What follows belongs to an exercise in optimizing a design on an open flow for small area; a production flow would make more cautious choices.
The RTL was checked by simulation tests, not by an equivalence proof against the original design.

== job 9518 ==
// fft_bfly
module fft_bfly(
    input             clk,
    input      [31:0] xr, xi, yr, yi,
    input      [31:0] wr, wi,
    output     [31:0] x0r, x0i, x1r, x1i
);
export LEC_CHECK = 0
export ABC_AREA = 1
export CAP_MARGIN = 5
export CORE_MARGIN = 2
export CORE_UTILIZATION = 55
export CTS_BUF_LIST = sky130_fd_sc_hd__clkbuf_4 sky130_fd_sc_hd__clkbuf_8
export SLEW_MARGIN = 5
create_clock -name core_clock -period 40.0 [get_ports {clk}]
standard.sh (not shown) runs the stock make flow with config.mk's settings and CLKGATE_MAP_FILE= SYNTH_SCRIPT=/design/flow/synth_recipe.tcl, a recipe that flattens the netlist after the stock synthesis.
==> flow/flow/run.sh <==
#!/bin/bash
# Own layout flow: the standard flow (standard.sh) with changes to
# synthesis, none of which touches the registers, and a smaller port buffer:
#  1. ABC maps the logic with an area-oriented script (flow/area.abc) in place
#     of ORFS's; the synthesis script is otherwise synth_recipe.tcl unchanged.
#  2. flow/fapol.py chooses each full adder's polarity (a full adder with all
#     inputs inverted gives both outputs inverted) so that fewer inverters sit
#     between the adders and the registers.
#  3. Yosys maps the logic between the full/half adders and the registers
#     again with ABC (flow/area.abc), folding the inverters left next to logic
#     gates into them. This is repeated a few times on its own result; the
#     netlist with the least cell area is kept.
#  If step 2 or 3 fails, the layout goes on from the netlist of step 1.
#  4. The layout: standard.sh, with every input and output port buffered by
#     sky130_fd_sc_hd__buf_1 (BUFFER_PORTS_ARGS).
# Each step writes its full output to a log file of its own in this folder.
set -euo pipefail
W=$(pwd)
F=$W/flow
R=$W/orfs/results/$FLOW_PLATFORM/fft_bfly/base
L=$W/orfs/logs/$FLOW_PLATFORM/fft_bfly/base
LIB=$FLOW_HOME/platforms/$FLOW_PLATFORM/lib/sky130_fd_sc_hd__tt_025C_1v80.lib

{ head -n 1 synth_recipe.tcl; cat "$F/abc_override.tcl"; tail -n +2 synth_recipe.tcl; } > "$W/own_synth.tcl"
sed -e "s#SYNTH_SCRIPT=[^ ]*#SYNTH_SCRIPT=$W/own_synth.tcl#" standard.sh > "$W/own.sh"
grep -q "SYNTH_SCRIPT=$W/own_synth.tcl" "$W/own.sh"
export OWN_ABC_SCRIPT=$F/area.abc

bash "$W/own.sh" synth > "$W/log_1_synth.log" 2>&1
cp "$R/1_2_yosys.v" "$W/netlist_1_synth.v"

post() {
  python3 "$F/fapol.py" "$W/netlist_1_synth.v" "$W/netlist_2_fapol.v" > "$W/log_2_fapol.log" 2>&1 || return 1
  DONT_USE=$(grep -m1 '^abc -script' "$L/1_2_yosys.log" | grep -o -- '-dont_use [^ ]*' | tr '\n' ' ')
  D_PS=$(awk "BEGIN{print $FLOW_PERIOD_NS*1000}")
  prev=$W/netlist_2_fapol.v
  best=""; best_area=""
  for i in 1 2 3 4; do
    cat > "$W/resyn_$i.ys" <<EOY
read_liberty -ignore_miss_func $LIB
blackbox sky130_fd_sc_hd__fa_1 sky130_fd_sc_hd__ha_1 sky130_fd_sc_hd__conb_1 sky130_fd_sc_hd__dfxtp_1
read_verilog $prev
hierarchy -top $FLOW_TOP
flatten
opt_clean
rename -hide w:*.*
abc -liberty $LIB $DONT_USE -script $F/area.abc -D $D_PS
opt_clean -purge
tee -o $W/resyn_$i.area stat -liberty $LIB
write_verilog -noattr -noexpr -nohex -nodec $W/netlist_3_resyn_$i.v
EOY
    yosys -l "$W/log_3_resyn_$i.log" -q "$W/resyn_$i.ys" > /dev/null 2>&1 || return 1
    area=$(grep -m1 'Chip area' "$W/resyn_$i.area" | awk '{print $NF}')
    echo "resynthesis $i: cell area $area" >> "$W/log_3_resyn.log"
    if [[ -z "$best" ]] || awk "BEGIN{exit !($area < $best_area)}"; then
      best=$W/netlist_3_resyn_$i.v; best_area=$area
    fi
    prev=$W/netlist_3_resyn_$i.v
  done
  echo "kept $best ($best_area)" >> "$W/log_3_resyn.log"
  # the registers must be the same cells with the same names as before
  diff <(grep -o 'sky130_fd_sc_hd__df[a-z0-9_]* [^ ]*' "$W/netlist_1_synth.v" | sort) \
       <(grep -o 'sky130_fd_sc_hd__df[a-z0-9_]* [^ ]*' "$best" | sort) > "$W/log_3_regs.log" || return 1
  grep -q 'sky130_fd_sc_hd__fa_1' "$best" || return 1
  cp "$best" "$R/1_2_yosys.v" || return 1
}
if post; then echo "post-synthesis steps: done" > "$W/log_post.log"
else echo "post-synthesis steps failed: layout of the step 1 netlist" > "$W/log_post.log"
     cp "$W/netlist_1_synth.v" "$R/1_2_yosys.v"; fi
touch "$R/1_2_yosys.v"

bash "$W/own.sh" "BUFFER_PORTS_ARGS=-buffer_cell sky130_fd_sc_hd__buf_1" finish > "$W/log_4_layout.log" 2>&1
test -f "$W/out/final.def"
Other scripts of this flow, unchanged in this note and not shown: flow/flow/abc_override.tcl, flow/flow/area.abc, flow/flow/fapol.py
> inputs changed (job 9518 -> job 2582)
- CTS_BUF_LIST removed (was sky130_fd_sc_hd__clkbuf_4 sky130_fd_sc_hd__clkbuf_8)
- SLEW_MARGIN changed from 5 to 20
- CAP_MARGIN changed from 5 to 20
- CORE_UTILIZATION changed from 55 to 50
diff --git a/flow/flow/run.sh b/flow/flow/run.sh
--- a/flow/flow/run.sh
+++ b/flow/flow/run.sh
@@ -10,5 +10,6 @@
 #     again with ABC (flow/area.abc), folding the inverters left next to logic
 #     gates into them. This is repeated a few times on its own result; the
-#     netlist with the least cell area is kept.
+#     netlist with the least cell area, not counting buffers (the layout
+#     removes them and buffers again), is kept.
 #  If step 2 or 3 fails, the layout goes on from the netlist of step 1.
 #  4. The layout: standard.sh, with every input and output port buffered by
@@ -36,5 +37,5 @@
   prev=$W/netlist_2_fapol.v
   best=""; best_area=""
-  for i in 1 2 3 4; do
+  for i in 1 2 3 4 5 6 7 8; do
     cat > "$W/resyn_$i.ys" <<EOY
 read_liberty -ignore_miss_func $LIB
@@ -51,5 +52,5 @@
 EOY
     yosys -l "$W/log_3_resyn_$i.log" -q "$W/resyn_$i.ys" > /dev/null 2>&1 || return 1
-    area=$(grep -m1 'Chip area' "$W/resyn_$i.area" | awk '{print $NF}')
+    area=$(python3 "$F/logic_area.py" "$W/resyn_$i.area") || return 1
     echo "resynthesis $i: cell area $area" >> "$W/log_3_resyn.log"
     if [[ -z "$best" ]] || awk "BEGIN{exit !($area < $best_area)}"; then
==> flow/flow/logic_area.py (new file) <==
#!/usr/bin/env python3
"""Print the cell area in a Yosys 'stat -liberty' report, less its buffers."""
import re
import sys

t = open(sys.argv[1]).read()
total = float(re.search(r"Chip area for module .*?: ([\d.]+)", t).group(1))
bufs = sum(float(a) for a in re.findall(
    r"^\s+\d+\s+([\d.E+]+)\s+sky130_fd_sc_hd__(?:clk)?buf_\d+\s*$", t, re.M))
print(f"{total - bufs:.3f}")
Results
Job 2582 finished end to end and its layout was clean on timing, DRC and antenna.
Job 9518: done, clean on timing, DRC and antenna
Taking job 9518 as the reference point, the buffer and inverter count on the worst path of job 2582 rises by 3.
Via count: job 2582 < job 9518
Non-clock buffer area fraction after layout delta (job 2582 -> job 9518): insignificant
In job 2582 the area of the die turned out 9.6% higher than in job 9518.
There was hardly any difference in fraction of area in clock buffers and inverters between job 2582 and job 9518.
Job 2582 gives less number of global-route vias before repair than job 9518 did.
Well-tap cell count (job 2582 / job 9518): 1.08
On final cell count, the higher figure sits with job 2582, not job 9518.
When job 2582 is set beside job 9518, its final core utilization turns out to be 5.0 points smaller.
Non-clock buffer instance count of the final layout (lower): job 2582
The inputs of job 3677 differ from those of job 2582 as listed below.
diff --git a/flow/flow/run.sh b/flow/flow/run.sh
--- a/flow/flow/run.sh
+++ b/flow/flow/run.sh
@@ -10,6 +10,5 @@
 #     again with ABC (flow/area.abc), folding the inverters left next to logic
 #     gates into them. This is repeated a few times on its own result; the
-#     netlist with the least cell area, not counting buffers (the layout
-#     removes them and buffers again), is kept.
+#     netlist with the least cell area is kept.
 #  If step 2 or 3 fails, the layout goes on from the netlist of step 1.
 #  4. The layout: standard.sh, with every input and output port buffered by
@@ -37,5 +36,5 @@
   prev=$W/netlist_2_fapol.v
   best=""; best_area=""
-  for i in 1 2 3 4 5 6 7 8; do
+  for i in 1 2 3 4; do
     cat > "$W/resyn_$i.ys" <<EOY
 read_liberty -ignore_miss_func $LIB
@@ -52,5 +51,5 @@
 EOY
     yosys -l "$W/log_3_resyn_$i.log" -q "$W/resyn_$i.ys" > /dev/null 2>&1 || return 1
-    area=$(python3 "$F/logic_area.py" "$W/resyn_$i.area") || return 1
+    area=$(grep -m1 'Chip area' "$W/resyn_$i.area" | awk '{print $NF}')
     echo "resynthesis $i: cell area $area" >> "$W/log_3_resyn.log"
     if [[ -z "$best" ]] || awk "BEGIN{exit !($area < $best_area)}"; then
removed: flow/flow/logic_area.py
Results
Job 3677 completed every stage of the flow, and the final layout passed the timing, design-rule and antenna checks. Job 2582: done, clean on timing, DRC and antenna. The routed wire length was comparable across job 3677 and job 2582. Job 3677 does worse than job 2582 on global-route wire length before repair. Global-route usage of job 3677 is on par with job 2582. | final RePlAce weighted congestion | job 3677 vs job 2582 | 1.7% higher |. Compared job 3677 vs job 2582, and setup slack after layout is down in job 3677. Comparing job 3677 and job 2582, the higher number of global-route vias before repair was measured on job 3677.

* * *

Setup of before:
Another version of the RTL of fft_bfly (not shown whole).
Size in the first run: roughly 11,000 cells after synthesis, about 81,000 sq um of cells after synthesis.
export LEC_CHECK = 0
export ABC_AREA = 1
export CAP_MARGIN = 20
export CORE_MARGIN = 2
export CORE_UTILIZATION = 50
export SLEW_MARGIN = 20
create_clock -name core_clock -period 40.0 [get_ports {clk}]
==> flow/flow/run.sh <==
#!/bin/bash
# Own layout flow: the standard flow (standard.sh) with changes to
# synthesis only, none of which touches the registers:
#  1. ABC maps the logic with an area-oriented script (flow/area.abc) in place
#     of ORFS's; the synthesis script is otherwise synth_recipe.tcl unchanged.
#  2. flow/fapol.py chooses each full adder's polarity (a full adder with all
#     inputs inverted gives both outputs inverted) so that fewer inverters sit
#     between the adders and the registers.
#  3. Yosys maps the logic between the full/half adders and the registers
#     again with ABC (flow/area.abc), folding the inverters left next to logic
#     gates into them.
#  If step 2 or 3 fails, the layout goes on from the netlist of step 1.
# Each step writes its full output to a log file of its own in this folder.
set -euo pipefail
W=$(pwd)
F=$W/flow
R=$W/orfs/results/$FLOW_PLATFORM/fft_bfly/base
L=$W/orfs/logs/$FLOW_PLATFORM/fft_bfly/base
LIB=$FLOW_HOME/platforms/$FLOW_PLATFORM/lib/sky130_fd_sc_hd__tt_025C_1v80.lib

{ head -n 1 synth_recipe.tcl; cat "$F/abc_override.tcl"; tail -n +2 synth_recipe.tcl; } > "$W/own_synth.tcl"
sed -e "s#SYNTH_SCRIPT=[^ ]*#SYNTH_SCRIPT=$W/own_synth.tcl#" standard.sh > "$W/own.sh"
grep -q "SYNTH_SCRIPT=$W/own_synth.tcl" "$W/own.sh"
export OWN_ABC_SCRIPT=$F/area.abc

bash "$W/own.sh" synth > "$W/log_1_synth.log" 2>&1
cp "$R/1_2_yosys.v" "$W/netlist_1_synth.v"

post() {
  python3 "$F/fapol.py" "$W/netlist_1_synth.v" "$W/netlist_2_fapol.v" > "$W/log_2_fapol.log" 2>&1
  DONT_USE=$(grep -m1 '^abc -script' "$L/1_2_yosys.log" | grep -o -- '-dont_use [^ ]*' | tr '\n' ' ')
  cat > "$W/resyn.ys" <<EOY
read_liberty -ignore_miss_func $LIB
blackbox sky130_fd_sc_hd__fa_1 sky130_fd_sc_hd__ha_1 sky130_fd_sc_hd__conb_1 sky130_fd_sc_hd__dfxtp_1
read_verilog $W/netlist_2_fapol.v
hierarchy -top $FLOW_TOP
flatten
opt_clean
rename -hide w:*.*
abc -liberty $LIB $DONT_USE -script $F/area.abc -D $(awk "BEGIN{print $FLOW_PERIOD_NS*1000}")
opt_clean -purge
stat -liberty $LIB
write_verilog -noattr -noexpr -nohex -nodec $W/netlist_3_resyn.v
EOY
  yosys -l "$W/log_3_resyn.log" -q "$W/resyn.ys" > /dev/null 2>&1
  # the registers must be the same cells with the same names as before
  diff <(grep -o 'sky130_fd_sc_hd__df[a-z0-9_]* [^ ]*' "$W/netlist_1_synth.v" | sort) \
       <(grep -o 'sky130_fd_sc_hd__df[a-z0-9_]* [^ ]*' "$W/netlist_3_resyn.v" | sort) > "$W/log_3_regs.log"
  grep -q 'sky130_fd_sc_hd__fa_1' "$W/netlist_3_resyn.v"
  cp "$W/netlist_3_resyn.v" "$R/1_2_yosys.v"
}
if post; then echo "post-synthesis steps: done" > "$W/log_post.log"
else echo "post-synthesis steps failed: layout of the step 1 netlist" > "$W/log_post.log"
     cp "$W/netlist_1_synth.v" "$R/1_2_yosys.v"; fi
touch "$R/1_2_yosys.v"

bash "$W/own.sh" finish > "$W/log_4_layout.log" 2>&1
test -f "$W/out/final.def"
Other scripts of this flow, unchanged in this note and not shown: flow/flow/abc_override.tcl, flow/flow/area.abc, flow/flow/fapol.py
before closes out successfully: all stages finished, all timing, DRC and antenna checks passed.
Input changes introduced in after (baseline for comparison: before):
diff --git a/flow/flow/run.sh b/flow/flow/run.sh
--- a/flow/flow/run.sh
+++ b/flow/flow/run.sh
@@ -3 +3 @@
-# synthesis only, none of which touches the registers:
+# synthesis, none of which touches the registers, and a smaller port buffer:
@@ -11 +11,2 @@
-#     gates into them.
+#     gates into them. This is repeated a few times on its own result; the
+#     netlist with the least cell area is kept.
@@ -12,0 +14,2 @@
+#  4. The layout: standard.sh, with every input and output port buffered by
+#     sky130_fd_sc_hd__buf_1 (BUFFER_PORTS_ARGS).
@@ -30 +33 @@
-  python3 "$F/fapol.py" "$W/netlist_1_synth.v" "$W/netlist_2_fapol.v" > "$W/log_2_fapol.log" 2>&1
+  python3 "$F/fapol.py" "$W/netlist_1_synth.v" "$W/netlist_2_fapol.v" > "$W/log_2_fapol.log" 2>&1 || return 1
@@ -32 +35,5 @@
-  cat > "$W/resyn.ys" <<EOY
+  D_PS=$(awk "BEGIN{print $FLOW_PERIOD_NS*1000}")
+  prev=$W/netlist_2_fapol.v
+  best=""; best_area=""
+  for i in 1 2 3 4; do
+    cat > "$W/resyn_$i.ys" <<EOY
@@ -35 +42 @@
-read_verilog $W/netlist_2_fapol.v
+read_verilog $prev
@@ -40 +47 @@
-abc -liberty $LIB $DONT_USE -script $F/area.abc -D $(awk "BEGIN{print $FLOW_PERIOD_NS*1000}")
+abc -liberty $LIB $DONT_USE -script $F/area.abc -D $D_PS
@@ -42,2 +49,2 @@
-stat -liberty $LIB
-write_verilog -noattr -noexpr -nohex -nodec $W/netlist_3_resyn.v
+tee -o $W/resyn_$i.area stat -liberty $LIB
+write_verilog -noattr -noexpr -nohex -nodec $W/netlist_3_resyn_$i.v
@@ -45 +52,9 @@
-  yosys -l "$W/log_3_resyn.log" -q "$W/resyn.ys" > /dev/null 2>&1
+    yosys -l "$W/log_3_resyn_$i.log" -q "$W/resyn_$i.ys" > /dev/null 2>&1 || return 1
+    area=$(grep -m1 'Chip area' "$W/resyn_$i.area" | awk '{print $NF}')
+    echo "resynthesis $i: cell area $area" >> "$W/log_3_resyn.log"
+    if [[ -z "$best" ]] || awk "BEGIN{exit !($area < $best_area)}"; then
+      best=$W/netlist_3_resyn_$i.v; best_area=$area
+    fi
+    prev=$W/netlist_3_resyn_$i.v
+  done
+  echo "kept $best ($best_area)" >> "$W/log_3_resyn.log"
@@ -48,3 +63,3 @@
-       <(grep -o 'sky130_fd_sc_hd__df[a-z0-9_]* [^ ]*' "$W/netlist_3_resyn.v" | sort) > "$W/log_3_regs.log"
-  grep -q 'sky130_fd_sc_hd__fa_1' "$W/netlist_3_resyn.v"
-  cp "$W/netlist_3_resyn.v" "$R/1_2_yosys.v"
+       <(grep -o 'sky130_fd_sc_hd__df[a-z0-9_]* [^ ]*' "$best" | sort) > "$W/log_3_regs.log" || return 1
+  grep -q 'sky130_fd_sc_hd__fa_1' "$best" || return 1
+  cp "$best" "$R/1_2_yosys.v" || return 1
@@ -57 +72 @@
-bash "$W/own.sh" finish > "$W/log_4_layout.log" 2>&1
+bash "$W/own.sh" "BUFFER_PORTS_ARGS=-buffer_cell sky130_fd_sc_hd__buf_1" finish > "$W/log_4_layout.log" 2>&1
Compared with before, in after via density per instance held steady, core area has decreased, met1 routing resource usage after global routing increased by 0.48 points relative to the old numbers, final-layout worst hold slack up 12 ps, share of cell area taken by flip-flops and latches increased 0.31 points.

-- port drivers added, routing unchanged --
The results above use ideal ports. As a check the final layouts listed here were re-extracted and re-timed, cells and wires unchanged.
Step 1: set_driving_cell puts a clkbuf_16 on clk and a buf_2 on each other input, an assumption about the parent block.
Step 2 also shifts input and output timing later by t, the mid clock arrival at the registers, as if the neighbouring blocks saw the same clock.
a / b / c = ideal ports / drivers / drivers and shift; a / b = the first two.
run	t (ns)	setup WS [ns]	clock arrival spread, ns	worst register clock-pin slew, ns	cell pins on the clock port's net
job 9518	0.705	2.880 / 2.880 / 2.880	0.043 / 0.043	0.09 / 0.09	1
job 2582	0.682	3.296 / 3.296 / 3.296	0.017 / 0.017	0.08 / 0.08	1
job 3677	0.613	3.092 / 3.092 / 3.092	0.028 / 0.028	0.07 / 0.07	1
before	0.643	2.785 / 2.785 / 2.785	0.035 / 0.035	0.07 / 0.07	1
after	0.639	3.193 / 3.193 / 3.193	0.033 / 0.032	0.08 / 0.08	1
After both steps every run listed still meets setup and hold.
